Source: an optimization exercise on an open RTL-to-GDS flow (aim: small area). Production flows keep margins and buffers that such runs may drop. Where RTL was checked, it was by simulation tests only, not by an equivalence proof against the original. Function not checked in run 4: the RTL went through the layout flow alone.

$ cat flow/design.v
module EF
#(
    parameter TAP_N     = 17,
    parameter DI_IL_W   = 2,
    parameter DI_FL_W   = 5,
    parameter DI_W      = DI_IL_W + DI_FL_W + 1,
    parameter C_IL_W    = 2,
    parameter C_FL_W    = 5,
    parameter C_W       = C_IL_W + C_FL_W + 1,
    parameter DO_IL_W   = 2,
    parameter DO_FL_W   = 5,
    parameter DO_W      = DO_IL_W + DO_FL_W + 1
)
(
    input  wire                    clk,
    input  wire                    rst_n,
    input  wire                    valid_i,
    input  wire signed [DI_W-1:0]  data_i,
    input  wire [TAP_N*C_W-1:0]    coeff_i,
    output reg                     valid_o,
    output reg  signed [DO_W-1:0]  data_o
);
reg [7:0]  ring [0:15];    
reg [7:0]  xn;             
reg [7:0]  cb;             
reg [3:0]  d;              
reg [3:0]  cnt;            
reg        v1;             
reg        busy;           
reg        primed;         
reg [19:0] acc;
wire       last = busy & (cnt == 4'd15);
wire       ins  = busy & (d == 4'd0);
wire [7:0] head = primed ? ring[0] : 8'd0;
integer i;
always @(posedge clk) begin
    for (i = 0; i < 15; i = i + 1) ring[i] <= ring[i+1];
    ring[15] <= ins ? xn : head;
    if (valid_i) xn <= data_i;
end
always @(posedge clk or negedge rst_n) begin
    if (!rst_n) begin
        d       <= 4'd0;
        cnt     <= 4'd0;
        v1      <= 1'b0;
        busy    <= 1'b0;
        primed  <= 1'b0;
        valid_o <= 1'b0;
    end else begin
        if (!last) d <= d + 4'd1;
        if (busy) cnt <= cnt + 4'd1;
        v1 <= valid_i;
        if (v1) busy <= 1'b1;
        else if (last) busy <= 1'b0;
        if (last) primed <= 1'b1;
        valid_o <= last;
    end
end
wire [3:0] ci  = ~(d + 4'd1);
wire       cgo = 1'b1;
wire [127:0] chi = coeff_i[135:8];
wire [7:0]   csel = chi[8*ci +: 8];
wire [7:0]   cb_d = valid_i ? coeff_i[7:0] : (cgo ? csel : 8'd0);
always @(posedge clk)
    cb <= cb_d;
wire [7:0]  ma     = v1 ? xn : head;
wire [19:0] acc_in = v1 ? 20'h79110 : acc;
wire [19:0] sum;
wire pp1;
wire pp2;
wire pp3;
wire pp4;
wire pp5;
wire pp6;
wire pp7;
wire pp8;
wire pp9;
wire pp10;
wire pp11;
wire pp12;
wire pp13;
wire pp14;
wire pp15;
wire pp16;
wire pp17;
wire pp18;
wire pp19;
wire pp20;
wire pp21;
wire pp22;
wire pp23;
wire pp24;
wire pp25;
wire pp26;
wire pp27;
wire pp28;
wire pp29;
wire pp30;
wire pp31;
wire pp32;
wire pp33;
wire pp34;
wire pp35;
wire pp36;
wire pp37;
wire pp38;
wire pp39;
wire pp40;
wire pp41;
wire pp42;
wire pp43;
wire pp44;
wire pp45;
wire pp46;
wire pp47;
wire pp48;
wire pp49;
wire pp50;
wire pp51;
wire pp52;
wire pp53;
wire pp54;
wire pp55;
wire pp56;
wire pp57;
wire pp58;
wire pp59;
wire pp60;
wire pp61;
wire pp62;
wire pp63;
wire pp64;
wire s65;
wire c66;
wire s67;
wire c68;
wire s69;
wire c70;
wire s71;
wire c72;
wire s73;
wire c74;
wire s75;
wire c76;
wire s77;
wire c78;
wire s79;
wire c80;
wire s81;
wire c82;
wire s83;
wire c84;
wire s85;
wire c86;
wire s87;
wire c88;
wire s89;
wire c90;
wire s91;
wire c92;
wire s93;
wire c94;
wire s95;
wire c96;
wire s97;
wire c98;
wire s99;
wire c100;
wire s101;
wire c102;
wire s103;
wire c104;
wire s105;
wire c106;
wire s107;
wire c108;
wire s109;
wire c110;
wire s111;
wire c112;
wire s113;
wire c114;
wire s115;
wire c116;
wire s117;
wire c118;
wire s119;
wire c120;
wire s121;
wire c122;
wire s123;
wire c124;
wire s125;
wire c126;
wire s127;
wire c128;
wire s129;
wire c130;
wire s131;
wire c132;
wire s133;
wire c134;
wire s135;
wire c136;
wire s137;
wire c138;
wire s139;
wire c140;
wire s141;
wire c142;
wire s143;
wire c144;
wire s145;
wire c146;
wire s147;
wire c148;
wire s149;
wire c150;
wire s151;
wire c152;
wire s153;
wire c154;
wire s155;
wire c156;
wire s157;
wire c158;
wire s159;
wire c160;
wire s161;
wire c162;
wire s163;
wire c164;
wire s165;
wire c166;
wire s167;
wire c168;
wire s169;
wire c170;
wire s171;
wire c172;
wire s173;
wire c174;
wire s175;
wire c176;
wire g177;
wire p178;
wire g179;
wire p180;
wire g181;
wire p182;
wire g183;
wire p184;
wire g185;
wire p186;
wire g187;
wire p188;
wire g189;
wire p190;
wire g191;
wire p192;
wire g193;
wire p194;
wire g195;
wire p196;
wire g197;
wire p198;
wire g199;
wire p200;
wire g201;
wire p202;
wire g203;
wire p204;
wire g205;
wire p206;
wire g207;
wire p208;
wire G209;
wire P210;
wire G211;
wire P212;
wire G213;
wire P214;
wire G215;
wire P216;
wire G217;
wire P218;
wire G219;
wire P220;
wire G221;
wire P222;
wire G223;
wire P224;
wire G225;
wire P226;
wire G227;
wire P228;
wire G229;
wire P230;
wire G231;
wire P232;
wire G233;
wire P234;
wire G235;
wire P236;
wire G237;
wire P238;
wire G239;
wire P240;
wire G241;
wire P242;
wire G243;
wire P244;
wire G245;
wire P246;
wire G247;
wire P248;
wire G249;
wire P250;
wire G251;
wire P252;
wire G253;
wire P254;
wire G255;
wire P256;
wire G257;
wire P258;
wire G259;
wire P260;
wire G261;
wire P262;
wire G263;
wire P264;
wire G265;
wire P266;
wire G267;
wire P268;
wire G269;
wire P270;
wire G271;
wire P272;
wire G273;
wire P274;
wire G275;
wire P276;
wire G277;
wire P278;
wire G279;
wire P280;
wire G281;
wire P282;
wire G283;
wire P284;
wire G285;
wire P286;
wire G287;
wire P288;
assign pp1 = ma[0] & cb[0];
assign pp2 = ma[0] & cb[1];
assign pp3 = ma[0] & cb[2];
assign pp4 = ma[0] & cb[3];
assign pp5 = ma[0] & cb[4];
assign pp6 = ma[0] & cb[5];
assign pp7 = ma[0] & cb[6];
assign pp8 = ~(ma[0] & cb[7]);
assign pp9 = ma[1] & cb[0];
assign pp10 = ma[1] & cb[1];
assign pp11 = ma[1] & cb[2];
assign pp12 = ma[1] & cb[3];
assign pp13 = ma[1] & cb[4];
assign pp14 = ma[1] & cb[5];
assign pp15 = ma[1] & cb[6];
assign pp16 = ~(ma[1] & cb[7]);
assign pp17 = ma[2] & cb[0];
assign pp18 = ma[2] & cb[1];
assign pp19 = ma[2] & cb[2];
assign pp20 = ma[2] & cb[3];
assign pp21 = ma[2] & cb[4];
assign pp22 = ma[2] & cb[5];
assign pp23 = ma[2] & cb[6];
assign pp24 = ~(ma[2] & cb[7]);
assign pp25 = ma[3] & cb[0];
assign pp26 = ma[3] & cb[1];
assign pp27 = ma[3] & cb[2];
assign pp28 = ma[3] & cb[3];
assign pp29 = ma[3] & cb[4];
assign pp30 = ma[3] & cb[5];
assign pp31 = ma[3] & cb[6];
assign pp32 = ~(ma[3] & cb[7]);
assign pp33 = ma[4] & cb[0];
assign pp34 = ma[4] & cb[1];
assign pp35 = ma[4] & cb[2];
assign pp36 = ma[4] & cb[3];
assign pp37 = ma[4] & cb[4];
assign pp38 = ma[4] & cb[5];
assign pp39 = ma[4] & cb[6];
assign pp40 = ~(ma[4] & cb[7]);
assign pp41 = ma[5] & cb[0];
assign pp42 = ma[5] & cb[1];
assign pp43 = ma[5] & cb[2];
assign pp44 = ma[5] & cb[3];
assign pp45 = ma[5] & cb[4];
assign pp46 = ma[5] & cb[5];
assign pp47 = ma[5] & cb[6];
assign pp48 = ~(ma[5] & cb[7]);
assign pp49 = ma[6] & cb[0];
assign pp50 = ma[6] & cb[1];
assign pp51 = ma[6] & cb[2];
assign pp52 = ma[6] & cb[3];
assign pp53 = ma[6] & cb[4];
assign pp54 = ma[6] & cb[5];
assign pp55 = ma[6] & cb[6];
assign pp56 = ~(ma[6] & cb[7]);
assign pp57 = ~(ma[7] & cb[0]);
assign pp58 = ~(ma[7] & cb[1]);
assign pp59 = ~(ma[7] & cb[2]);
assign pp60 = ~(ma[7] & cb[3]);
assign pp61 = ~(ma[7] & cb[4]);
assign pp62 = ~(ma[7] & cb[5]);
assign pp63 = ~(ma[7] & cb[6]);
assign pp64 = ma[7] & cb[7];
assign s65 = pp6 ^ pp13;
assign c66 = pp6 & pp13;
assign s67 = pp7 ^ pp14 ^ pp21;
assign c68 = (pp7 & pp14) | (pp7 & pp21) | (pp14 & pp21);
assign s69 = pp28 ^ pp35;
assign c70 = pp28 & pp35;
assign s71 = pp8 ^ pp15 ^ pp22;
assign c72 = (pp8 & pp15) | (pp8 & pp22) | (pp15 & pp22);
assign s73 = pp29 ^ pp36 ^ pp43;
assign c74 = (pp29 & pp36) | (pp29 & pp43) | (pp36 & pp43);
assign s75 = pp50 ^ pp57;
assign c76 = pp50 & pp57;
assign s77 = pp16 ^ pp23 ^ pp30;
assign c78 = (pp16 & pp23) | (pp16 & pp30) | (pp23 & pp30);
assign s79 = pp37 ^ pp44 ^ pp51;
assign c80 = (pp37 & pp44) | (pp37 & pp51) | (pp44 & pp51);
assign s81 = pp58 ^ acc_in[8];
assign c82 = pp58 & acc_in[8];
assign s83 = pp24 ^ pp31 ^ pp38;
assign c84 = (pp24 & pp31) | (pp24 & pp38) | (pp31 & pp38);
assign s85 = pp45 ^ pp52 ^ pp59;
assign c86 = (pp45 & pp52) | (pp45 & pp59) | (pp52 & pp59);
assign s87 = pp32 ^ pp39 ^ pp46;
assign c88 = (pp32 & pp39) | (pp32 & pp46) | (pp39 & pp46);
assign s89 = pp4 ^ pp11;
assign c90 = pp4 & pp11;
assign s91 = pp5 ^ pp12 ^ pp19;
assign c92 = (pp5 & pp12) | (pp5 & pp19) | (pp12 & pp19);
assign s93 = pp26 ^ pp33;
assign c94 = pp26 & pp33;
assign s95 = s65 ^ pp20 ^ pp27;
assign c96 = (s65 & pp20) | (s65 & pp27) | (pp20 & pp27);
assign s97 = pp34 ^ pp41 ^ acc_in[5];
assign c98 = (pp34 & pp41) | (pp34 & acc_in[5]) | (pp41 & acc_in[5]);
assign s99 = c66 ^ s67 ^ s69;
assign c100 = (c66 & s67) | (c66 & s69) | (s67 & s69);
assign s101 = pp42 ^ pp49 ^ acc_in[6];
assign c102 = (pp42 & pp49) | (pp42 & acc_in[6]) | (pp49 & acc_in[6]);
assign s103 = c68 ^ c70 ^ s71;
assign c104 = (c68 & c70) | (c68 & s71) | (c70 & s71);
assign s105 = s73 ^ s75 ^ acc_in[7];
assign c106 = (s73 & s75) | (s73 & acc_in[7]) | (s75 & acc_in[7]);
assign s107 = c72 ^ c74 ^ c76;
assign c108 = (c72 & c74) | (c72 & c76) | (c74 & c76);
assign s109 = s77 ^ s79 ^ s81;
assign c110 = (s77 & s79) | (s77 & s81) | (s79 & s81);
assign s111 = c78 ^ c80 ^ c82;
assign c112 = (c78 & c80) | (c78 & c82) | (c80 & c82);
assign s113 = s83 ^ s85 ^ acc_in[9];
assign c114 = (s83 & s85) | (s83 & acc_in[9]) | (s85 & acc_in[9]);
assign s115 = c84 ^ c86 ^ s87;
assign c116 = (c84 & c86) | (c84 & s87) | (c86 & s87);
assign s117 = pp53 ^ pp60 ^ acc_in[10];
assign c118 = (pp53 & pp60) | (pp53 & acc_in[10]) | (pp60 & acc_in[10]);
assign s119 = c88 ^ pp40 ^ pp47;
assign c120 = (c88 & pp40) | (c88 & pp47) | (pp40 & pp47);
assign s121 = pp54 ^ pp61 ^ acc_in[11];
assign c122 = (pp54 & pp61) | (pp54 & acc_in[11]) | (pp61 & acc_in[11]);
assign s123 = pp48 ^ pp55 ^ pp62;
assign c124 = (pp48 & pp55) | (pp48 & pp62) | (pp55 & pp62);
assign s125 = pp3 ^ pp10;
assign c126 = pp3 & pp10;
assign s127 = s89 ^ pp18 ^ pp25;
assign c128 = (s89 & pp18) | (s89 & pp25) | (pp18 & pp25);
assign s129 = c90 ^ s91 ^ s93;
assign c130 = (c90 & s91) | (c90 & s93) | (s91 & s93);
assign s131 = c92 ^ c94 ^ s95;
assign c132 = (c92 & c94) | (c92 & s95) | (c94 & s95);
assign s133 = c96 ^ c98 ^ s99;
assign c134 = (c96 & c98) | (c96 & s99) | (c98 & s99);
assign s135 = c100 ^ c102 ^ s103;
assign c136 = (c100 & c102) | (c100 & s103) | (c102 & s103);
assign s137 = c104 ^ c106 ^ s107;
assign c138 = (c104 & c106) | (c104 & s107) | (c106 & s107);
assign s139 = c108 ^ c110 ^ s111;
assign c140 = (c108 & c110) | (c108 & s111) | (c110 & s111);
assign s141 = c112 ^ c114 ^ s115;
assign c142 = (c112 & c114) | (c112 & s115) | (c114 & s115);
assign s143 = c116 ^ c118 ^ s119;
assign c144 = (c116 & c118) | (c116 & s119) | (c118 & s119);
assign s145 = c120 ^ c122 ^ s123;
assign c146 = (c120 & c122) | (c120 & s123) | (c122 & s123);
assign s147 = c124 ^ pp56 ^ pp63;
assign c148 = (c124 & pp56) | (c124 & pp63) | (pp56 & pp63);
assign s149 = pp2 ^ pp9;
assign c150 = pp2 & pp9;
assign s151 = s125 ^ pp17 ^ acc_in[2];
assign c152 = (s125 & pp17) | (s125 & acc_in[2]) | (pp17 & acc_in[2]);
assign s153 = c126 ^ s127 ^ acc_in[3];
assign c154 = (c126 & s127) | (c126 & acc_in[3]) | (s127 & acc_in[3]);
assign s155 = c128 ^ s129 ^ acc_in[4];
assign c156 = (c128 & s129) | (c128 & acc_in[4]) | (s129 & acc_in[4]);
assign s157 = c130 ^ s131 ^ s97;
assign c158 = (c130 & s131) | (c130 & s97) | (s131 & s97);
assign s159 = c132 ^ s133 ^ s101;
assign c160 = (c132 & s133) | (c132 & s101) | (s133 & s101);
assign s161 = c134 ^ s135 ^ s105;
assign c162 = (c134 & s135) | (c134 & s105) | (s135 & s105);
assign s163 = c136 ^ s137 ^ s109;
assign c164 = (c136 & s137) | (c136 & s109) | (s137 & s109);
assign s165 = c138 ^ s139 ^ s113;
assign c166 = (c138 & s139) | (c138 & s113) | (s139 & s113);
assign s167 = c140 ^ s141 ^ s117;
assign c168 = (c140 & s141) | (c140 & s117) | (s141 & s117);
assign s169 = c142 ^ s143 ^ s121;
assign c170 = (c142 & s143) | (c142 & s121) | (s143 & s121);
assign s171 = c144 ^ s145 ^ acc_in[12];
assign c172 = (c144 & s145) | (c144 & acc_in[12]) | (s145 & acc_in[12]);
assign s173 = c146 ^ s147 ^ acc_in[13];
assign c174 = (c146 & s147) | (c146 & acc_in[13]) | (s147 & acc_in[13]);
assign s175 = c148 ^ pp64 ^ acc_in[14];
assign c176 = (c148 & pp64) | (c148 & acc_in[14]) | (pp64 & acc_in[14]);
assign p178 = pp1 ^ acc_in[0];
assign g177 = pp1 & acc_in[0];
assign p180 = s149 ^ acc_in[1];
assign g179 = s149 & acc_in[1];
assign p182 = c150 ^ s151;
assign g181 = c150 & s151;
assign p184 = c152 ^ s153;
assign g183 = c152 & s153;
assign p186 = c154 ^ s155;
assign g185 = c154 & s155;
assign p188 = c156 ^ s157;
assign g187 = c156 & s157;
assign p190 = c158 ^ s159;
assign g189 = c158 & s159;
assign p192 = c160 ^ s161;
assign g191 = c160 & s161;
assign p194 = c162 ^ s163;
assign g193 = c162 & s163;
assign p196 = c164 ^ s165;
assign g195 = c164 & s165;
assign p198 = c166 ^ s167;
assign g197 = c166 & s167;
assign p200 = c168 ^ s169;
assign g199 = c168 & s169;
assign p202 = c170 ^ s171;
assign g201 = c170 & s171;
assign p204 = c172 ^ s173;
assign g203 = c172 & s173;
assign p206 = c174 ^ s175;
assign g205 = c174 & s175;
assign p208 = c176 ^ acc_in[15];
assign g207 = c176 & acc_in[15];
assign G209 = g179 | (p180 & g177);
assign P210 = p180 & p178;
assign G211 = g183 | (p184 & g181);
assign P212 = p184 & p182;
assign G213 = g187 | (p188 & g185);
assign P214 = p188 & p186;
assign G215 = g191 | (p192 & g189);
assign P216 = p192 & p190;
assign G217 = g195 | (p196 & g193);
assign P218 = p196 & p194;
assign G219 = g199 | (p200 & g197);
assign P220 = p200 & p198;
assign G221 = g203 | (p204 & g201);
assign P222 = p204 & p202;
assign G223 = g207 | (p208 & g205);
assign P224 = p208 & p206;
assign G225 = 1'b0 | (acc_in[17] & 1'b0);
assign P226 = acc_in[17] & acc_in[16];
assign G227 = 1'b0 | (acc_in[19] & 1'b0);
assign P228 = acc_in[19] & acc_in[18];
assign G229 = g181 | (p182 & G209);
assign P230 = p182 & P210;
assign G231 = G211 | (P212 & G209);
assign P232 = P212 & P210;
assign G233 = g189 | (p190 & G213);
assign P234 = p190 & P214;
assign G235 = G215 | (P216 & G213);
assign P236 = P216 & P214;
assign G237 = g197 | (p198 & G217);
assign P238 = p198 & P218;
assign G239 = G219 | (P220 & G217);
assign P240 = P220 & P218;
assign G241 = g205 | (p206 & G221);
assign P242 = p206 & P222;
assign G243 = G223 | (P224 & G221);
assign P244 = P224 & P222;
assign G245 = 1'b0 | (acc_in[18] & G225);
assign P246 = acc_in[18] & P226;
assign G247 = G227 | (P228 & G225);
assign P248 = P228 & P226;
assign G249 = g185 | (p186 & G231);
assign P250 = p186 & P232;
assign G251 = G213 | (P214 & G231);
assign P252 = P214 & P232;
assign G253 = G233 | (P234 & G231);
assign P254 = P234 & P232;
assign G255 = G235 | (P236 & G231);
assign P256 = P236 & P232;
assign G257 = g201 | (p202 & G239);
assign P258 = p202 & P240;
assign G259 = G221 | (P222 & G239);
assign P260 = P222 & P240;
assign G261 = G241 | (P242 & G239);
assign P262 = P242 & P240;
assign G263 = G243 | (P244 & G239);
assign P264 = P244 & P240;
assign G265 = g193 | (p194 & G255);
assign P266 = p194 & P256;
assign G267 = G217 | (P218 & G255);
assign P268 = P218 & P256;
assign G269 = G237 | (P238 & G255);
assign P270 = P238 & P256;
assign G271 = G239 | (P240 & G255);
assign P272 = P240 & P256;
assign G273 = G257 | (P258 & G255);
assign P274 = P258 & P256;
assign G275 = G259 | (P260 & G255);
assign P276 = P260 & P256;
assign G277 = G261 | (P262 & G255);
assign P278 = P262 & P256;
assign G279 = G263 | (P264 & G255);
assign P280 = P264 & P256;
assign G281 = 1'b0 | (acc_in[16] & G279);
assign P282 = acc_in[16] & P280;
assign G283 = G225 | (P226 & G279);
assign P284 = P226 & P280;
assign G285 = G245 | (P246 & G279);
assign P286 = P246 & P280;
assign G287 = G247 | (P248 & G279);
assign P288 = P248 & P280;
assign sum[0] = p178 ^ 1'b0;
assign sum[1] = p180 ^ g177;
assign sum[2] = p182 ^ G209;
assign sum[3] = p184 ^ G229;
assign sum[4] = p186 ^ G231;
assign sum[5] = p188 ^ G249;
assign sum[6] = p190 ^ G251;
assign sum[7] = p192 ^ G253;
assign sum[8] = p194 ^ G255;
assign sum[9] = p196 ^ G265;
assign sum[10] = p198 ^ G267;
assign sum[11] = p200 ^ G269;
assign sum[12] = p202 ^ G271;
assign sum[13] = p204 ^ G273;
assign sum[14] = p206 ^ G275;
assign sum[15] = p208 ^ G277;
assign sum[16] = acc_in[16] ^ G279;
assign sum[17] = acc_in[17] ^ G281;
assign sum[18] = acc_in[18] ^ G283;
assign sum[19] = acc_in[19] ^ G285;
always @(posedge clk)
    acc <= sum;
always @(*) begin
    if (!acc[19] && acc[18:12] != 7'h00)      data_o = 8'h7f;
    else if (acc[19] && acc[18:12] != 7'h7f)  data_o = 8'h80;
    else                                      data_o = acc[12:5];
end
endmodule
$ cat flow/run.sh
#!/bin/bash
# synth_recipe.tcl (not shown) runs the flow's synth.tcl, then flattens the netlist and writes it again
# the make line also repeats each setting of config.mk as NAME=value (left out here)
make -C /OpenROAD-flow-scripts/flow DESIGN_CONFIG=/design/flow/config.mk WORK_HOME=/design/flow/orfs CLKGATE_MAP_FILE= SYNTH_SCRIPT=/design/flow/synth_recipe.tcl finish
$ cat flow/config.mk
export PLATFORM = sky130hd
export DESIGN_NAME = EF
export DESIGN_NICKNAME = EF
export VERILOG_FILES = /design/flow/design.v
export SDC_FILE = /design/flow/constraint.sdc
export NUM_CORES = 4
export LEC_CHECK = 0
export CAP_MARGIN = 20
export CORE_MARGIN = 2
export CORE_UTILIZATION = 40
export SLEW_MARGIN = 20
$ cat flow/constraint.sdc
create_clock -name core_clock -period 5.0 [get_ports {clk}]
set_input_delay 1.0000 -clock core_clock [delete_from_list [all_inputs] [get_ports {clk}]]
set_output_delay 1.0000 -clock core_clock [all_outputs]
set_load 0.01 [all_outputs]
==> notes.md, run 1 <==
----------------------------------------------------
[Status]
  Run status ... no timing/DRC/antenna violations

[Critical path]
  Worst Setup End Kind ... flop
  Crit path required time ... 5310 ps
  Arrival time of the worst setup path ... 5160 ps
  Largest fanout of any net on the critical path ... 9
  CP Class ... reg -> reg
  Critical Path Source Type ... flop
  Reg-to-reg slack, setup ... 160 ps

[Synthesis]
  Post-synthesis sequential area ratio ... 0.478
  Count of flip-flops with a built-in enable after synthesis ... 8
  Most frequent cell after synthesis ... dfxtp_1
  YS warnings ... 2
  Area leader, netlist ... dfxtp_1
  Mean instance size in the synthesized netlist ... 11.6 sq um
  Combined area of all synthesized cells ... 7670 sq um
  Ranking of synthesized cells by area ... dfxtp_1, fa_1, mux4_2
  Net Count, Synth ... 890
  Share of the synthesized area in the top cell type ... 0.407
  Cells after Synth ... 664
  Synth cell count leaders ... dfxtp_1, nand2_1, inv_1, fa_1, mux4_2
  Flops & latches, synth ... 176
  Leading register cell type out of synthesis ... dfxtp_1
  Async set-reset flop share out of synthesis ... 0.0682
  Distinct cell type count after synthesis ... 43

[Min path]
  Kind of path behind the tightest hold check ... reg -> reg

[Die]
  Area inside the core boundary ... 18800 sq um
  Count of pins on the block boundary ... 156
  Total die area ... 20300 sq um
  Effective utilization at floorplan ... 0.409
  Die outline height ... 142 microns
  Die width ... 142 microns
  Row Count ... 50

[Global route]
  Wire length of the first global-routing pass ... 27.6 mm
  Vias in the first global route ... 5837
  Pin count of the biggest net entering global routing ... 36
  Number of antenna violations at the first check in global routing ... 0
  GRT Util Overall ... 0.176
  Overall overflow remaining after global route ... 0

[Timing]
  Tmin final ... 4840 ps
  Slew at the pin closest to its max-slew limit ... 716 ps
  Final TNS setup ... 0 ps
  Max-slew headroom ... 0.523
  Fmax ... 206 MHz
  Final Skew ... 10.8 ps
  Max-slew violations ... 0
  RSZ-0062 raised after global routing ... yes
  Final count of negative-setup-slack endpoints ... 0
  Period Utilization, post-route ... 0.969
  Fin. Hold Viols ... 0

[Route]
  Routed vias ... 5189
  Mean number of vias per cell ... 4.75
  Final antenna-violating net count ... 0
  Wirelength per Cell ... 15.3 microns
  Number of search-and-repair iterations in the first detailed-routing pass ... 4
  Wirelength, routed ... 16.7 mm
  DRC ... 0
  Iter 0 DRT Violations ... 165

[Run]
  Number of maximum-capacitance violations ... 0

[CTS]
  Clock insertion delay at the later pin of the skew report ... 420 ps
  Number of sinks on the clock net ... 176
  TritonCTS clock tree ... built
  Number of buffers created by CTS ... 17
  Register clock-pin slew on the reported worst setup and hold paths ... 70 ps
  Post-CTS Hold Fix Bufs ... 0
  H-Tree Level Count ... 4
  Clk Tree Root Cell ... clkbuf_16
  Max Buffers Root-to-Sink ... 2

[Placed design]
  Final estimated routing congestion in global placement ... 0.855
  Half-perimeter wire length after placement ... 13.4 mm
  Count of port buffers added during placement ... 155
  Placed Instances ... 1055

[Finish]
  Layout area overhead ... 34.2%
  Flip-flop and latch area ... 3670 sq um
  End-of-flow core utilization ... 0.548
  Post-layout instance count excluding filler cells ... 1093
  Fraction of final layout cells sized beyond drive strength 1 ... 0.134
  Number of inserted filler cells in the final layout ... 1612
  Number of antenna diodes ... 0
  Area of combinational cells with multiple inputs ... 3710 sq um
  Number of nets in the layout ... 1072

----------------------------------------------------
## layer usage
metal / vias to the layer above / track usage / routed length, microns / share of wire
met4: 0 / 0.0657 / 380 / 0.023
met5: - / 0 / 0 / 0
met2: 147 / 0.319 / 8670 / 0.52
met1: 2480 / 0.198 / 6770 / 0.40
li1: 2540 / - / - / -
met3: 22 / 0.0461 / 908 / 0.054
## path summary, 6_finish.rpt
kind	startpoint	end	depth (start not counted)
setup / recovery	primed	acc[18]	18
hold / removal	ring[4][6]	ring[3][6]	0
setup reg to reg	primed	acc[18]	18
hold reg to reg	ring[4][6]	ring[3][6]	0
max in group asynchronous	rst_n	primed	1
min in group asynchronous	rst_n	cnt[0]	1
## through the flow
step	setup slack (ps)	instance area (sq um)	hold WS (ps)
after floorplan	1.19	7680	310
after global placement	21.4	9610	310
after detailed placement	-115	9610	312
after CTS	32.6	10200	323
after global routing	-62.6	10300	326
final	157	10300	319
## sequential cells by signal, indices dropped and copies added, names as in the netlist, 4 cells and up
| signal | flops |
|---|---|
| cb | 8 |
| cnt | 4 |
| xn | 8 |
| ring | 128 |
| acc | 20 |
| d | 4 |
## placed cells by master, fill, tap and decap left out, types with 14 or more instances in the layout
cell type,n
clkbuf_16,17
nor2b_1,23
nand3_1,15
ha_1,25
nor2_1,18
nand2_1,84
inv_1,72
dfxtp_1,156
mux4_2,32
and2_1,20
xnor2_1,14
clkdlybuf4s50_1,155
fa_1,51
o21ai_1,23
nand2b_1,16
buf_4,26
## kinds of logic (layout without fill, tap and decap cells)
| family | count (synthesis) | after routing | share of synthesized area |
|---|---|---|---|
| buffers and inverters | 95 | 290 | 0.0470 |
| AOI/OAI and AO/OA | 65 | 65 | 0.0524 |
| and+or+nand+nor | 196 | 196 | 0.125 |
| DFF | 176 | 176 | 0.478 |
| adders and majority gates | 79 | 79 | 0.180 |
| muxes | 33 | 33 | 0.0954 |
| xor gates and xnor gates | 20 | 20 | 0.0228 |
## worst max-delay path, cell delays in order, from the launching register on
cell and delay, ps:
dfrtp_2 440, nand2_1 150, o21ai_2 200, nand2_1 110, fa_1 450, fa_1 500
inv_1 60, fa_1 530, inv_1 50, fa_1 490, inv_1 40, ha_1 300
a21o_1 180, a31o_1 220, a211o_1 300, o31ai_4 200, inv_2 70, and3_4 180
o32a_1 290
## area by class of cell
| type | count | area share |
|---|---|---|
| multi-input combinational | 393 | 0.360 |
| sequential | 176 | 0.356 |
| timing repair buffer | 183 | 0.173 |
| clock buffer | 21 | 0.0447 |
| tap | 234 | 0.0284 |
| inverter | 75 | 0.0273 |
| clock inverter | 11 | 0.0101 |
## timing repair
action	4_1_cts	5_1_grt
setup endpoints to repair	1	6
pin swaps	0	3
buffers inserted	2	3
gates resized for setup	4	12
==> run 2: changes to the inputs <==
--- a/flow/config.mk
+++ b/flow/config.mk
@@ -9,3 +9,4 @@
 export CORE_MARGIN = 2
 export CORE_UTILIZATION = 40
+export CTS_BUF_LIST = sky130_fd_sc_hd__clkbuf_4 sky130_fd_sc_hd__clkbuf_8
 export SLEW_MARGIN = 20
==> run 2 against run 1 <==
Net effect: global-route usage down 0.084 points; via count up 0.89%; final area shrank 1.5%; non-clock buffer count is the same; fmax increased by 0.23%; utilization is 0.84 points lower.
==> notes.md, run 2 <==
----------------------------------------------------
[Critical path]
  Arrival time of the worst setup path ... 5190 ps
  Reg-to-reg slack, setup ... 170 ps
  Critical Path Source Type ... flop
  Worst-path cell chain ... buf_4, nand2_2, o21ai_4, and2_4, fa_1, inv_1, fa_1, inv_1, fa_1, fa_1, ha_1, a21o_1, a31o_1, a211o_1, o31ai_4, inv_2, and3_4, o32a_1
  Largest fanout of any net on the critical path ... 6
  Reg-to-Reg End ... acc[18]
  CP Class ... reg -> reg
  Number of cells traversed by the worst register-to-register path ... 18
  Most numerous cell on the critical path ... fa_1
  Worst Setup End Kind ... flop
  Crit path required time ... 5360 ps
  Worst flop-to-flop path startpoint ... v1
  Critical-path top delay cell ... fa_1
  Delay contributed by the slowest stage of the critical path ... 560 ps
  Kind of cell adding the most delay to the critical path ... adder cells
  Combined buffer and inverter count along the critical path ... 4

[Synthesis]
  Most frequent cell after synthesis ... dfxtp_1
  Net Count, Synth ... 890
  Combined area of all synthesized cells ... 7670 sq um
  Cells after Synth ... 664
  Share of the synthesized area in the top cell type ... 0.407
  YS warnings ... 2
  Distinct cell type count after synthesis ... 43
  Area leader, netlist ... dfxtp_1
  Mean instance size in the synthesized netlist ... 11.6 sq um
  Post-synthesis sequential area ratio ... 0.478
  Async set-reset flop share out of synthesis ... 0.0682
  Leading register cell type out of synthesis ... dfxtp_1
  Count of flip-flops with a built-in enable after synthesis ... 8
  Ranking of synthesized cells by area ... dfxtp_1, fa_1, mux4_2
  Flops & latches, synth ... 176
  Synth cell count leaders ... dfxtp_1, nand2_1, inv_1, fa_1, mux4_2

[Die]
  Total die area ... 20300 sq um
  Die width ... 142 microns
  Row Count ... 50
  Effective utilization at floorplan ... 0.409
  Area inside the core boundary ... 18800 sq um
  Die outline height ... 142 microns
  Count of pins on the block boundary ... 156

[Placed design]
  Count of port buffers added during placement ... 155
  Half-perimeter wire length after placement ... 13.4 mm
  Final estimated routing congestion in global placement ... 0.855
  Placed Instances ... 1055

[CTS]
  Register clock-pin slew on the reported worst setup and hold paths ... 100 ps
  TritonCTS clock tree ... built
  Post-CTS Hold Fix Bufs ... 0
  Max Buffers Root-to-Sink ... 2
  Clk Tree Root Cell ... clkbuf_8
  Number of sinks on the clock net ... 176
  Number of buffers created by CTS ... 17
  Clock insertion delay at the later pin of the skew report ... 460 ps
  H-Tree Level Count ... 4

[Status]
  Run status ... no timing/DRC/antenna violations

[Route]
  Wirelength per Cell ... 15.2 microns
  Number of search-and-repair iterations in the first detailed-routing pass ... 4
  Mean number of vias per cell ... 4.79
  Final antenna-violating net count ... 0
  Wirelength, routed ... 16.6 mm
  DRC ... 0
  Routed vias ... 5235
  Iter 0 DRT Violations ... 170

[Global route]
  Overall overflow remaining after global route ... 0
  GRT Util Overall ... 0.175
  Vias in the first global route ... 5817
  Wire length of the first global-routing pass ... 27.5 mm
  Number of antenna violations at the first check in global routing ... 0
  Pin count of the biggest net entering global routing ... 36

[Finish]
  Number of antenna diodes ... 0
  Post-layout instance count excluding filler cells ... 1093
  Fraction of final layout cells sized beyond drive strength 1 ... 0.144
  Leading registers by flop count ... ring (128), acc (20)
  Register containing the most flip-flops in the final layout ... ring
  End-of-flow core utilization ... 0.540
  Max FFs per register ... 128
  Layout area overhead ... 32.1%
  Leading cell types in the layout, fill and taps excluded ... dfxtp_1, clkdlybuf4s50_1, nand2_1
  Most common cell after layout, fill and taps aside ... dfxtp_1
  Number of nets in the layout ... 1072

[Timing]
  Max-slew headroom ... 0.516
  Slew at the pin closest to its max-slew limit ... 727 ps
  RSZ-0062 raised after global routing ... yes
  Tmin final ... 4830 ps
  Period Utilization, post-route ... 0.966
  Worst-case hold slack ... 320 ps
  Final Skew ... 18.9 ps
  Fin. Hold Viols ... 0
  Fmax ... 207 MHz
  Max-slew violations ... 0
  Final count of negative-setup-slack endpoints ... 0

[Min path]
  Hold endpoint ... ring[3][6]
  Number of cells on the worst hold path ... 0
  Kind of path behind the tightest hold check ... reg -> reg
  Startpoint of the worst hold path ... ring[4][6]

[Run]
  Number of maximum-capacitance violations ... 0

----------------------------------------------------
[run 2: kinds of logic after synthesis]
family | Yosys count | synth area share
flip-flops | 176 | 0.478
adder cells (fa/ha/maj) | 79 | 0.180
AO/OA/AOI/OAI | 65 | 0.0524
buffers and inverters | 95 | 0.0470
multiplexers | 33 | 0.0954
XOR/XNOR | 20 | 0.0228
AND/OR/NAND/NOR | 196 | 0.125
[run 2: how the worst max path moves through the flow]
stage	start	end	slack, ps	cells past startpoint
floorplan	primed	acc[18]	1	19
detailed placement	v1	acc[18]	-110	16
CTS	v1	acc[18]	20	21
finish	v1	acc[18]	170	18
global route	v1	acc[18]	-20	20
global placement	v1	acc[18]	20	18
[run 2: metrics by stage]
| stage | area, sq um | setup TNS [ps] | setup slack, ps |
|---|---|---|---|
| finish | 10100 | 0 | 168 |
| CTS | 10000 | 0 | 19.0 |
| global route | 10100 | -17.1 | -17.1 |
| global placement | 9610 | 0 | 21.4 |
| floorplan | 7680 | 0 | 1.19 |
| detailed placement | 9610 | -115 | -115 |
[run 2: final cells by class]
class	count	area (sq um)
clock buffer	21	277
clock inverter	11	104
fill	1639	8630
inverter	75	282
multi-input combinational	393	3740
sequential	176	3670
tap	234	293
timing repair buffer	183	1770
[run 2: per-layer routing]
layer,track usage,vias up,part of all wire
li1,-,2533,-
met1,0.197,2526,0.41
met2,0.320,151,0.52
met3,0.0458,25,0.055
met4,0.0610,0,0.019
met5,0,-,0
[run 2: repair_timing]
| action | 4_1_cts | 5_1_grt |
|---|---|---|
| setup buffers | 2 | 3 |
| gates resized for setup | 4 | 22 |
| pin swaps | 0 | 4 |
| setup endpoints to repair | 1 | 6 |
==> run 3: changes to the inputs <==
==> flow/flow/run.sh (new file) <==
#!/bin/bash
# The standard layout, with plain buf_1 cells as the port buffers.
set -euo pipefail
bash standard.sh BUFFER_PORTS_ARGS="-buffer_cell sky130_fd_sc_hd__buf_1" finish > make_finish.log 2>&1
==> flow/standard.sh (new file) <==
#!/bin/bash
# synth_recipe.tcl (not shown) runs the flow's synth.tcl, then flattens the netlist and writes it again
# the make line also repeats each setting of config.mk as NAME=value (left out here)
make -C /OpenROAD-flow-scripts/flow DESIGN_CONFIG=/design/flow/config.mk WORK_HOME=/design/flow/orfs CLKGATE_MAP_FILE= SYNTH_SCRIPT=/design/flow/synth_recipe.tcl "${@:-finish}"
removed: flow/run.sh
==> run 3 against run 2 <==
Net effect: global-route usage fell by 1.1 points; worst hold slack improved by 2.0 ps; non-clock buffer count rose by 5; utilization fell by 4.7 points; routed wire length fell by 5.3%; critical endpoint unchanged; die area did not move; critical path depth rose by 1; clock skew fell by 5.8 ps.
==> notes.md, run 3 <==
----------------------------------------------------
[Route]
  Wirelength, routed ... 15.7 mm
  Mean number of vias per cell ... 4.74
  Iter 0 DRT Violations ... 197
  Routed vias ... 5202
  Wirelength per Cell ... 14.3 microns
  Final antenna-violating net count ... 0
  Number of search-and-repair iterations in the first detailed-routing pass ... 4
  DRC ... 0

[Synthesis]
  Flops & latches, synth ... 176
  Mean instance size in the synthesized netlist ... 11.6 sq um
  Combined area of all synthesized cells ... 7670 sq um
  Count of flip-flops with a built-in enable after synthesis ... 8
  Async set-reset flop share out of synthesis ... 0.0682
  Distinct cell type count after synthesis ... 43
  Area leader, netlist ... dfxtp_1
  Share of the synthesized area in the top cell type ... 0.407
  Cells after Synth ... 664
  Post-synthesis sequential area ratio ... 0.478
  Net Count, Synth ... 890
  Most frequent cell after synthesis ... dfxtp_1
  Synth cell count leaders ... dfxtp_1, nand2_1, inv_1, fa_1, mux4_2
  Ranking of synthesized cells by area ... dfxtp_1, fa_1, mux4_2
  YS warnings ... 2
  Leading register cell type out of synthesis ... dfxtp_1

[Finish]
  Layout area overhead ... 20.7%
  Leading cell types in the layout, fill and taps excluded ... dfxtp_1, buf_1, nand2_1
  Number of antenna diodes ... 0
  Post-route cell area ... 9260 sq um
  Number of nets in the layout ... 1077
  Fraction of final layout cells sized beyond drive strength 1 ... 0.148
  End-of-flow core utilization ... 0.493
  Register containing the most flip-flops in the final layout ... ring
  Max FFs per register ... 128
  Leading registers by flop count ... ring (128), acc (20)
  Most common cell after layout, fill and taps aside ... dfxtp_1

[Timing]
  Tmin final ... 4830 ps
  Period Utilization, post-route ... 0.966
  Fmax ... 207 MHz
  Final Skew ... 13.1 ps
  Max-slew violations ... 0
  RSZ-0062 raised after global routing ... yes
  Fin. Hold Viols ... 0
  Max-slew headroom ... 0.278
  Final count of negative-setup-slack endpoints ... 0
  Slew at the pin closest to its max-slew limit ... 1080 ps

[Die]
  Area inside the core boundary ... 18800 sq um
  Row Count ... 50
  Count of pins on the block boundary ... 156
  Die width ... 142 microns
  Die outline height ... 142 microns
  Effective utilization at floorplan ... 0.409
  Total die area ... 20300 sq um

[Placed design]
  Half-perimeter wire length after placement ... 12.5 mm
  Post-Place Cell Area ... 8660 sq um
  Final estimated routing congestion in global placement ... 0.801
  Count of port buffers added during placement ... 155

[CTS]
  Register clock-pin slew on the reported worst setup and hold paths ... 90 ps
  TritonCTS clock tree ... built
  Clk Tree Root Cell ... clkbuf_8
  Post-CTS Hold Fix Bufs ... 0
  Number of buffers created by CTS ... 17
  H-Tree Level Count ... 4
  Clock insertion delay at the later pin of the skew report ... 450 ps
  Number of sinks on the clock net ... 176
  Max Buffers Root-to-Sink ... 2

[Critical path]
  CP Class ... reg -> reg
  Crit path required time ... 5340 ps
  Arrival time of the worst setup path ... 5170 ps
  Worst Setup End Kind ... flop
  Critical Path Source Type ... flop
  Largest fanout of any net on the critical path ... 4

[Global route]
  GRT Util Overall ... 0.164
  Wire length of the first global-routing pass ... 25.7 mm
  Pin count of the biggest net entering global routing ... 36
  Overall overflow remaining after global route ... 0
  Vias in the first global route ... 5441
  Number of antenna violations at the first check in global routing ... 0

[Status]
  Run status ... no timing/DRC/antenna violations

[Min path]
  Kind of path behind the tightest hold check ... reg -> reg

[Run]
  Number of maximum-capacitance violations ... 0

----------------------------------------------------
run 3: cell count changes in the layout (fill, tap and decap cells not counted), moves of 3 or more:
cell / before / now
clkdlybuf4s50_1: 155 / 0
buf_1: 0 / 155
buf_4: 26 / 29
o21ai_2: 3 / 0
run 3: cell families after synthesis:
logic type,synth area share
adders and majority gates,0.180
AOI/OAI and AO/OA,0.0524
xor gates and xnor gates,0.0228
buffers and inverters,0.0470
DFF,0.478
and+or+nand+nor,0.125
muxes,0.0954
run 3: final timing paths:
kind | startpoint | to | slack (ps) | cells past startpoint
worst max-delay path | primed | acc[18] | 170 | 19
worst min-delay path | ring[6][2] | ring[5][2] | 320 | 0
worst max register to register | primed | acc[18] | 170 | 19
worst min register to register | ring[6][2] | ring[5][2] | 320 | 0
max in group asynchronous | rst_n | d[0] | 4030 | 1
min in group asynchronous | rst_n | cnt[3] | 530 | 1
run 3: what timing repair did:
| item | in CTS | in global routing |
|---|---|---|
| resized for setup | 5 | 19 |
| endpoints found under the hold margin | 0 | 0 |
| gates cloned | 0 | 0 |
| setup endpoints to repair | 2 | 6 |
| buffers inserted | 1 | 8 |
| pin swaps | 0 | 7 |
run 3: stage by stage:
| step | setup TNS [ps] | instances | setup WS (ps) | hold WS, ps |
|---|---|---|---|---|
| 6_report | 0 | 1098 | 168 | 322 |
| 5_1_grt | -40.8 | 1098 | -40.8 | 325 |
| 2_1_floorplan | 0 | 664 | 1.19 | 310 |
| 4_1_cts | 0 | 1090 | 5.29 | 325 |
| 3_3_place_gp | -27.9 | 1057 | -27.9 | 310 |
| 3_5_place_dp | -143 | 1057 | -121 | 312 |
run 3: layout make-up:
class,count,area (sq um)
Multi-Input combinational cell,393,3750
Fill cell,1770,9510
Timing Repair Buffer,188,856
Tap cell,234,293
Sequential cell,176,3670
Inverter,75,282
Clock buffer,20,263
Clock inverter,12,148
run 3: layer usage:
layer,part of all wire,wire [microns],track usage,vias to the layer above
li1,-,-,-,2547
met1,0.43,6750,0.197,2467
met2,0.50,7800,0.287,161
met3,0.049,772,0.0397,27
met4,0.026,412,0.0604,0
met5,0,0,0,-
run 3: worst max-delay path, stage by stage (launching register included):
cell and delay, ps:
dfrtp_2 400, buf_2 150, nand2_1 100, o21ai_4 210, nand2_2 90, fa_2 360, fa_1 480, inv_1 50
fa_1 530, inv_1 50, fa_1 490, inv_1 40, ha_1 290, a21o_1 210, a31o_1 230, a211o_1 290
o31ai_4 210, inv_2 60, and3_4 180, o32a_1 280
==> run 4: changes to the inputs <==
--- a/flow/design.v
+++ b/flow/design.v
@@ -419,116 +419,60 @@
 assign pp63 = ~(ma[7] & cb[6]);
 assign pp64 = ma[7] & cb[7];
-assign s65 = pp6 ^ pp13;
-assign c66 = pp6 & pp13;
-assign s67 = pp7 ^ pp14 ^ pp21;
-assign c68 = (pp7 & pp14) | (pp7 & pp21) | (pp14 & pp21);
-assign s69 = pp28 ^ pp35;
-assign c70 = pp28 & pp35;
-assign s71 = pp8 ^ pp15 ^ pp22;
-assign c72 = (pp8 & pp15) | (pp8 & pp22) | (pp15 & pp22);
-assign s73 = pp29 ^ pp36 ^ pp43;
-assign c74 = (pp29 & pp36) | (pp29 & pp43) | (pp36 & pp43);
-assign s75 = pp50 ^ pp57;
-assign c76 = pp50 & pp57;
-assign s77 = pp16 ^ pp23 ^ pp30;
-assign c78 = (pp16 & pp23) | (pp16 & pp30) | (pp23 & pp30);
-assign s79 = pp37 ^ pp44 ^ pp51;
-assign c80 = (pp37 & pp44) | (pp37 & pp51) | (pp44 & pp51);
-assign s81 = pp58 ^ acc_in[8];
-assign c82 = pp58 & acc_in[8];
-assign s83 = pp24 ^ pp31 ^ pp38;
-assign c84 = (pp24 & pp31) | (pp24 & pp38) | (pp31 & pp38);
-assign s85 = pp45 ^ pp52 ^ pp59;
-assign c86 = (pp45 & pp52) | (pp45 & pp59) | (pp52 & pp59);
-assign s87 = pp32 ^ pp39 ^ pp46;
-assign c88 = (pp32 & pp39) | (pp32 & pp46) | (pp39 & pp46);
-assign s89 = pp4 ^ pp11;
-assign c90 = pp4 & pp11;
-assign s91 = pp5 ^ pp12 ^ pp19;
-assign c92 = (pp5 & pp12) | (pp5 & pp19) | (pp12 & pp19);
-assign s93 = pp26 ^ pp33;
-assign c94 = pp26 & pp33;
-assign s95 = s65 ^ pp20 ^ pp27;
-assign c96 = (s65 & pp20) | (s65 & pp27) | (pp20 & pp27);
-assign s97 = pp34 ^ pp41 ^ acc_in[5];
-assign c98 = (pp34 & pp41) | (pp34 & acc_in[5]) | (pp41 & acc_in[5]);
-assign s99 = c66 ^ s67 ^ s69;
-assign c100 = (c66 & s67) | (c66 & s69) | (s67 & s69);
-assign s101 = pp42 ^ pp49 ^ acc_in[6];
-assign c102 = (pp42 & pp49) | (pp42 & acc_in[6]) | (pp49 & acc_in[6]);
-assign s103 = c68 ^ c70 ^ s71;
-assign c104 = (c68 & c70) | (c68 & s71) | (c70 & s71);
-assign s105 = s73 ^ s75 ^ acc_in[7];
-assign c106 = (s73 & s75) | (s73 & acc_in[7]) | (s75 & acc_in[7]);
-assign s107 = c72 ^ c74 ^ c76;
-assign c108 = (c72 & c74) | (c72 & c76) | (c74 & c76);
-assign s109 = s77 ^ s79 ^ s81;
-assign c110 = (s77 & s79) | (s77 & s81) | (s79 & s81);
-assign s111 = c78 ^ c80 ^ c82;
-assign c112 = (c78 & c80) | (c78 & c82) | (c80 & c82);
-assign s113 = s83 ^ s85 ^ acc_in[9];
-assign c114 = (s83 & s85) | (s83 & acc_in[9]) | (s85 & acc_in[9]);
-assign s115 = c84 ^ c86 ^ s87;
-assign c116 = (c84 & c86) | (c84 & s87) | (c86 & s87);
-assign s117 = pp53 ^ pp60 ^ acc_in[10];
-assign c118 = (pp53 & pp60) | (pp53 & acc_in[10]) | (pp60 & acc_in[10]);
-assign s119 = c88 ^ pp40 ^ pp47;
-assign c120 = (c88 & pp40) | (c88 & pp47) | (pp40 & pp47);
-assign s121 = pp54 ^ pp61 ^ acc_in[11];
-assign c122 = (pp54 & pp61) | (pp54 & acc_in[11]) | (pp61 & acc_in[11]);
-assign s123 = pp48 ^ pp55 ^ pp62;
-assign c124 = (pp48 & pp55) | (pp48 & pp62) | (pp55 & pp62);
-assign s125 = pp3 ^ pp10;
-assign c126 = pp3 & pp10;
-assign s127 = s89 ^ pp18 ^ pp25;
-assign c128 = (s89 & pp18) | (s89 & pp25) | (pp18 & pp25);
-assign s129 = c90 ^ s91 ^ s93;
-assign c130 = (c90 & s91) | (c90 & s93) | (s91 & s93);
-assign s131 = c92 ^ c94 ^ s95;
-assign c132 = (c92 & c94) | (c92 & s95) | (c94 & s95);
-assign s133 = c96 ^ c98 ^ s99;
-assign c134 = (c96 & c98) | (c96 & s99) | (c98 & s99);
-assign s135 = c100 ^ c102 ^ s103;
-assign c136 = (c100 & c102) | (c100 & s103) | (c102 & s103);
-assign s137 = c104 ^ c106 ^ s107;
-assign c138 = (c104 & c106) | (c104 & s107) | (c106 & s107);
-assign s139 = c108 ^ c110 ^ s111;
-assign c140 = (c108 & c110) | (c108 & s111) | (c110 & s111);
-assign s141 = c112 ^ c114 ^ s115;
-assign c142 = (c112 & c114) | (c112 & s115) | (c114 & s115);
-assign s143 = c116 ^ c118 ^ s119;
-assign c144 = (c116 & c118) | (c116 & s119) | (c118 & s119);
-assign s145 = c120 ^ c122 ^ s123;
-assign c146 = (c120 & c122) | (c120 & s123) | (c122 & s123);
-assign s147 = c124 ^ pp56 ^ pp63;
-assign c148 = (c124 & pp56) | (c124 & pp63) | (pp56 & pp63);
-assign s149 = pp2 ^ pp9;
-assign c150 = pp2 & pp9;
-assign s151 = s125 ^ pp17 ^ acc_in[2];
-assign c152 = (s125 & pp17) | (s125 & acc_in[2]) | (pp17 & acc_in[2]);
-assign s153 = c126 ^ s127 ^ acc_in[3];
-assign c154 = (c126 & s127) | (c126 & acc_in[3]) | (s127 & acc_in[3]);
-assign s155 = c128 ^ s129 ^ acc_in[4];
-assign c156 = (c128 & s129) | (c128 & acc_in[4]) | (s129 & acc_in[4]);
-assign s157 = c130 ^ s131 ^ s97;
-assign c158 = (c130 & s131) | (c130 & s97) | (s131 & s97);
-assign s159 = c132 ^ s133 ^ s101;
-assign c160 = (c132 & s133) | (c132 & s101) | (s133 & s101);
-assign s161 = c134 ^ s135 ^ s105;
-assign c162 = (c134 & s135) | (c134 & s105) | (s135 & s105);
-assign s163 = c136 ^ s137 ^ s109;
-assign c164 = (c136 & s137) | (c136 & s109) | (s137 & s109);
-assign s165 = c138 ^ s139 ^ s113;
-assign c166 = (c138 & s139) | (c138 & s113) | (s139 & s113);
-assign s167 = c140 ^ s141 ^ s117;
-assign c168 = (c140 & s141) | (c140 & s117) | (s141 & s117);
-assign s169 = c142 ^ s143 ^ s121;
-assign c170 = (c142 & s143) | (c142 & s121) | (s143 & s121);
-assign s171 = c144 ^ s145 ^ acc_in[12];
-assign c172 = (c144 & s145) | (c144 & acc_in[12]) | (s145 & acc_in[12]);
-assign s173 = c146 ^ s147 ^ acc_in[13];
-assign c174 = (c146 & s147) | (c146 & acc_in[13]) | (s147 & acc_in[13]);
-assign s175 = c148 ^ pp64 ^ acc_in[14];
-assign c176 = (c148 & pp64) | (c148 & acc_in[14]) | (pp64 & acc_in[14]);
+EF_ha u_s65 (.a(pp6), .b(pp13), .s(s65), .co(c66));
+EF_fa u_s67 (.a(pp7), .b(pp14), .c(pp21), .s(s67), .co(c68));
+EF_ha u_s69 (.a(pp28), .b(pp35), .s(s69), .co(c70));
+EF_fa u_s71 (.a(pp8), .b(pp15), .c(pp22), .s(s71), .co(c72));
+EF_fa u_s73 (.a(pp29), .b(pp36), .c(pp43), .s(s73), .co(c74));
+EF_ha u_s75 (.a(pp50), .b(pp57), .s(s75), .co(c76));
+EF_fa u_s77 (.a(pp16), .b(pp23), .c(pp30), .s(s77), .co(c78));
+EF_fa u_s79 (.a(pp37), .b(pp44), .c(pp51), .s(s79), .co(c80));
+EF_ha u_s81 (.a(pp58), .b(acc_in[8]), .s(s81), .co(c82));
+EF_fa u_s83 (.a(pp24), .b(pp31), .c(pp38), .s(s83), .co(c84));
+EF_fa u_s85 (.a(pp45), .b(pp52), .c(pp59), .s(s85), .co(c86));
+EF_fa u_s87 (.a(pp32), .b(pp39), .c(pp46), .s(s87), .co(c88));
+EF_ha u_s89 (.a(pp4), .b(pp11), .s(s89), .co(c90));
+EF_fa u_s91 (.a(pp5), .b(pp12), .c(pp19), .s(s91), .co(c92));
+EF_ha u_s93 (.a(pp26), .b(pp33), .s(s93), .co(c94));
+EF_fa u_s95 (.a(s65), .b(pp20), .c(pp27), .s(s95), .co(c96));
+EF_fa u_s97 (.a(pp34), .b(pp41), .c(acc_in[5]), .s(s97), .co(c98));
+EF_fa u_s99 (.a(c66), .b(s67), .c(s69), .s(s99), .co(c100));
+EF_fa u_s101 (.a(pp42), .b(pp49), .c(acc_in[6]), .s(s101), .co(c102));
+EF_fa u_s103 (.a(c68), .b(c70), .c(s71), .s(s103), .co(c104));
+EF_fa u_s105 (.a(s73), .b(s75), .c(acc_in[7]), .s(s105), .co(c106));
+EF_fa u_s107 (.a(c72), .b(c74), .c(c76), .s(s107), .co(c108));
+EF_fa u_s109 (.a(s77), .b(s79), .c(s81), .s(s109), .co(c110));
+EF_fa u_s111 (.a(c78), .b(c80), .c(c82), .s(s111), .co(c112));
+EF_fa u_s113 (.a(s83), .b(s85), .c(acc_in[9]), .s(s113), .co(c114));
+EF_fa u_s115 (.a(c84), .b(c86), .c(s87), .s(s115), .co(c116));
+EF_fa u_s117 (.a(pp53), .b(pp60), .c(acc_in[10]), .s(s117), .co(c118));
+EF_fa u_s119 (.a(c88), .b(pp40), .c(pp47), .s(s119), .co(c120));
+EF_fa u_s121 (.a(pp54), .b(pp61), .c(acc_in[11]), .s(s121), .co(c122));
+EF_fa u_s123 (.a(pp48), .b(pp55), .c(pp62), .s(s123), .co(c124));
+EF_ha u_s125 (.a(pp3), .b(pp10), .s(s125), .co(c126));
+EF_fa u_s127 (.a(s89), .b(pp18), .c(pp25), .s(s127), .co(c128));
+EF_fa u_s129 (.a(c90), .b(s91), .c(s93), .s(s129), .co(c130));
+EF_fa u_s131 (.a(c92), .b(c94), .c(s95), .s(s131), .co(c132));
+EF_fa u_s133 (.a(c96), .b(c98), .c(s99), .s(s133), .co(c134));
+EF_fa u_s135 (.a(c100), .b(c102), .c(s103), .s(s135), .co(c136));
+EF_fa u_s137 (.a(c104), .b(c106), .c(s107), .s(s137), .co(c138));
+EF_fa u_s139 (.a(c108), .b(c110), .c(s111), .s(s139), .co(c140));
+EF_fa u_s141 (.a(c112), .b(c114), .c(s115), .s(s141), .co(c142));
+EF_fa u_s143 (.a(c116), .b(c118), .c(s119), .s(s143), .co(c144));
+EF_fa u_s145 (.a(c120), .b(c122), .c(s123), .s(s145), .co(c146));
+EF_fa u_s147 (.a(c124), .b(pp56), .c(pp63), .s(s147), .co(c148));
+EF_ha u_s149 (.a(pp2), .b(pp9), .s(s149), .co(c150));
+EF_fa u_s151 (.a(s125), .b(pp17), .c(acc_in[2]), .s(s151), .co(c152));
+EF_fa u_s153 (.a(c126), .b(s127), .c(acc_in[3]), .s(s153), .co(c154));
+EF_fa u_s155 (.a(c128), .b(s129), .c(acc_in[4]), .s(s155), .co(c156));
+EF_fa u_s157 (.a(c130), .b(s131), .c(s97), .s(s157), .co(c158));
+EF_fa u_s159 (.a(c132), .b(s133), .c(s101), .s(s159), .co(c160));
+EF_fa u_s161 (.a(c134), .b(s135), .c(s105), .s(s161), .co(c162));
+EF_fa u_s163 (.a(c136), .b(s137), .c(s109), .s(s163), .co(c164));
+EF_fa u_s165 (.a(c138), .b(s139), .c(s113), .s(s165), .co(c166));
+EF_fa u_s167 (.a(c140), .b(s141), .c(s117), .s(s167), .co(c168));
+EF_fa u_s169 (.a(c142), .b(s143), .c(s121), .s(s169), .co(c170));
+EF_fa u_s171 (.a(c144), .b(s145), .c(acc_in[12]), .s(s171), .co(c172));
+EF_fa u_s173 (.a(c146), .b(s147), .c(acc_in[13]), .s(s173), .co(c174));
+EF_fa u_s175 (.a(c148), .b(pp64), .c(acc_in[14]), .s(s175), .co(c176));
 assign p178 = pp1 ^ acc_in[0];
 assign g177 = pp1 & acc_in[0];
@@ -671,2 +615,10 @@
 end
 endmodule
+module EF_fa (input wire a, input wire b, input wire c, output wire s, output wire co);
+assign s  = a ^ b ^ c;
+assign co = (a & b) | (a & c) | (b & c);
+endmodule
+module EF_ha (input wire a, input wire b, output wire s, output wire co);
+assign s  = a ^ b;
+assign co = a & b;
+endmodule
--- a/flow/config.mk
+++ b/flow/config.mk
@@ -11,2 +11,4 @@
 export CTS_BUF_LIST = sky130_fd_sc_hd__clkbuf_4 sky130_fd_sc_hd__clkbuf_8
 export SLEW_MARGIN = 20
+export SYNTH_HIERARCHICAL = 1
+export SYNTH_MINIMUM_KEEP_SIZE = 0
==> run 4 against run 3 <==
Net effect: clock skew grew 0.78 ps; critical path depth shrank 3; worst hold slack gained 1.1 ps; area after synthesis shrank 2.3%.
==> notes.md, run 4 <==
----------------------------------------------------
[Finish]
  Layout area overhead ... 17.1%
  Register containing the most flip-flops in the final layout ... ring
  Leading cell types in the layout, fill and taps excluded ... dfxtp_1, buf_1, nand2_1
  Number of antenna diodes ... 0
  Most common cell after layout, fill and taps aside ... dfxtp_1
  Leading registers by flop count ... ring (128), acc (20)
  Fraction of final layout cells sized beyond drive strength 1 ... 0.123
  Number of nets in the layout ... 985
  Post-route cell area ... 8770 sq um
  Post-layout instance count excluding filler cells ... 1006
  Max FFs per register ... 128

[Synthesis]
  Most frequent cell after synthesis ... dfxtp_1
  Post-synthesis sequential area ratio ... 0.489
  Flops & latches, synth ... 176
  YS warnings ... 8
  Distinct cell type count after synthesis ... 40
  Ranking of synthesized cells by area ... dfxtp_1, fa_1, mux4_2
  Area leader, netlist ... dfxtp_1
  Count of flip-flops with a built-in enable after synthesis ... 8
  Combined area of all synthesized cells ... 7490 sq um
  Mean instance size in the synthesized netlist ... 12.6 sq um
  Cells after Synth ... 593
  Leading register cell type out of synthesis ... dfxtp_1
  Synth cell count leaders ... dfxtp_1, nand2_1, nor2b_1, fa_1, mux4_2
  Share of the synthesized area in the top cell type ... 0.417
  Async set-reset flop share out of synthesis ... 0.0682
  Net Count, Synth ... 819

[Global route]
  Number of antenna violations at the first check in global routing ... 0
  Vias in the first global route ... 5441
  Pin count of the biggest net entering global routing ... 36
  Overall overflow remaining after global route ... 0
  GRT Util Overall ... 0.172
  Wire length of the first global-routing pass ... 26.4 mm

[Route]
  Wirelength, routed ... 16.1 mm
  Routed vias ... 4955
  Mean number of vias per cell ... 4.93
  DRC ... 0
  Wirelength per Cell ... 16.0 microns
  Final antenna-violating net count ... 0
  Number of search-and-repair iterations in the first detailed-routing pass ... 4
  Iter 0 DRT Violations ... 161

[Critical path]
  Largest fanout of any net on the critical path ... 9
  Critical Path Source Type ... flop
  Kind of cell adding the most delay to the critical path ... adder cells
  Delay contributed by the slowest stage of the critical path ... 560 ps
  Worst Setup End Kind ... flop
  Crit path required time ... 5360 ps
  Combined buffer and inverter count along the critical path ... 0
  Arrival time of the worst setup path ... 5020 ps
  Most numerous cell on the critical path ... fa_1
  Worst-path cell chain ... nand2_1, nor2_1, a21oi_1, nor2b_1, ha_1, fa_1, fa_1, fa_1, ha_1, a21oi_1, o21ai_2, and2_1, o21ai_0, nand2b_1, fa_1, xor2_1
  Critical-path top delay cell ... fa_1
  CP Class ... reg -> reg

[Placed design]
  Placed Instances ... 974
  Final estimated routing congestion in global placement ... 0.920
  Half-perimeter wire length after placement ... 12.7 mm
  Post-Place Cell Area ... 8350 sq um
  Pre-CTS setup slack ... 275 ps
  Count of port buffers added during placement ... 155

[Timing]
  Fin. Hold Viols ... 0
  Final Skew ... 13.9 ps
  Max-slew headroom ... 0.293
  Final TNS setup ... 0 ps
  Max-slew violations ... 0
  Setup slack after layout ... 335 ps
  RSZ-0062 raised after global routing ... no
  Period Utilization, post-route ... 0.933
  Tmin final ... 4670 ps
  Worst-case hold slack ... 323 ps
  Final count of negative-setup-slack endpoints ... 0
  Fmax ... 214 MHz
  Slew at the pin closest to its max-slew limit ... 1060 ps

[Die]
  Effective utilization at floorplan ... 0.405
  Row Count ... 50
  Count of pins on the block boundary ... 156
  Die width ... 141 microns
  Total die area ... 19800 sq um
  Die outline height ... 141 microns
  Area inside the core boundary ... 18500 sq um

[CTS]
  Clock insertion delay at the later pin of the skew report ... 460 ps
  Number of buffers inserted by post-CTS setup repair ... 0
  Clk Tree Root Cell ... clkbuf_8
  H-Tree Level Count ... 4
  Max Buffers Root-to-Sink ... 2
  Number of buffers created by CTS ... 17
  TritonCTS clock tree ... built
  Number of sinks on the clock net ... 176
  Post-CTS Hold Fix Bufs ... 0
  Register clock-pin slew on the reported worst setup and hold paths ... 100 ps

[Status]
  Run status ... no timing/DRC/antenna violations

[Run]
  Number of maximum-capacitance violations ... 0

[Min path]
  Kind of path behind the tightest hold check ... reg -> reg

----------------------------------------------------
[run 4: changes by cell type after synthesis, sizes merged, moves of 7 or more]
| cell | before | now |
|---|---|---|
| nand2 | 84 | 64 |
| and2 | 20 | 5 |
| inv | 75 | 11 |
| nor2b | 25 | 62 |
| clkbuf | 15 | 8 |
| buf | 5 | 12 |
[run 4: path summary, 6_finish.rpt]
kind                                  start    endpoint  slack (ps)  depth (start not counted)
max in group asynchronous             rst_n        d[0]        3920                          1
min in group asynchronous             rst_n        d[3]         570                          1
worst max register to register       primed      acc[9]         330                         16
worst max-delay path                 primed      acc[9]         330                         16
worst min register to register  ring[10][1]  ring[9][1]         320                          0
worst min-delay path            ring[10][1]  ring[9][1]         320                          0
[run 4: cell type report]
| class | count | area, sq um |
|---|---|---|
| Clock buffer | 18 | 248 |
| Clock inverter | 14 | 171 |
| Fill cell | 1710 | 9740 |
| Inverter | 11 | 41.3 |
| Multi-Input combinational cell | 386 | 3680 |
| Sequential cell | 176 | 3670 |
| Tap cell | 234 | 293 |
| Timing Repair Buffer | 167 | 672 |
[run 4: layer usage]
metal / global-route usage / routed length [microns] / vias up / share of wire
li1: - / - / 2345 / -
met1: 0.193 / 6470 / 2426 / 0.40
met2: 0.314 / 8590 / 153 / 0.53
met3: 0.0299 / 609 / 31 / 0.038
met4: 0.0884 / 421 / 0 / 0.026
met5: 0 / 0 / - / 0
[run 4: per-module statistics from Yosys (local to each module, per instance)]
module  copies in the design  flip-flops and latches  cells inside
EF_ha                      8                       0             1
EF_fa                     48                       0             1
EF                         1                     176           537
[run 4: what timing repair did]
action,CTS,global route
hold endpoints to repair,0,0
endpoints found under the setup margin,0,6
gates resized for setup,0,1
[run 4: per-stage QoR]
step	util
finish	0.474
global route	0.474
CTS	0.474
detailed placement	0.451
global placement	0.451
floorplan	-
[run 4: cell families after synthesis]
| kind of cell | synth area share |
|---|---|
| and+or+nand+nor | 0.124 |
| DFF | 0.489 |
| adders and majority gates | 0.184 |
| AOI/OAI and AO/OA | 0.0591 |
| muxes | 0.0990 |
| buffers and inverters | 0.0199 |
| xor gates and xnor gates | 0.0254 |

static timing again, ports no longer ideal:
No port has a modelled driver above. Below, the same layouts with a new extraction and two added sets of constraints.
Step 1 (the two cells are an assumption about what drives the block):
set clk [get_ports {clk}]
set_driving_cell -lib_cell sky130_fd_sc_hd__clkbuf_16 $clk
set_driving_cell -lib_cell sky130_fd_sc_hd__buf_2 [delete_from_list [all_inputs] $clk]
Step 2 times the ports against the registers' clock, not the clock port: input delays grow and output delays shrink by t, the midpoint of the rising clock arrivals with the driver on.
a / b / c = ideal / step 1 / step 2; a / b = the first two.
| run | t, ns | slack for setup (ns) | hold WS [ns] |
|---|---|---|---|
| run 1 | 0.458 | 0.157 / 0.157 / 0.157 | 0.319 / 0.319 / 0.319 |
| run 2 | 0.484 | 0.168 / 0.168 / 0.168 | 0.320 / 0.320 / 0.320 |
| run 3 | 0.478 | 0.168 / 0.168 / 0.168 | 0.322 / 0.322 / 0.322 |
| run 4 | 0.489 | 0.335 / 0.335 / 0.335 | 0.323 / 0.323 / 0.323 |
After both steps setup and hold are still met in every run listed.
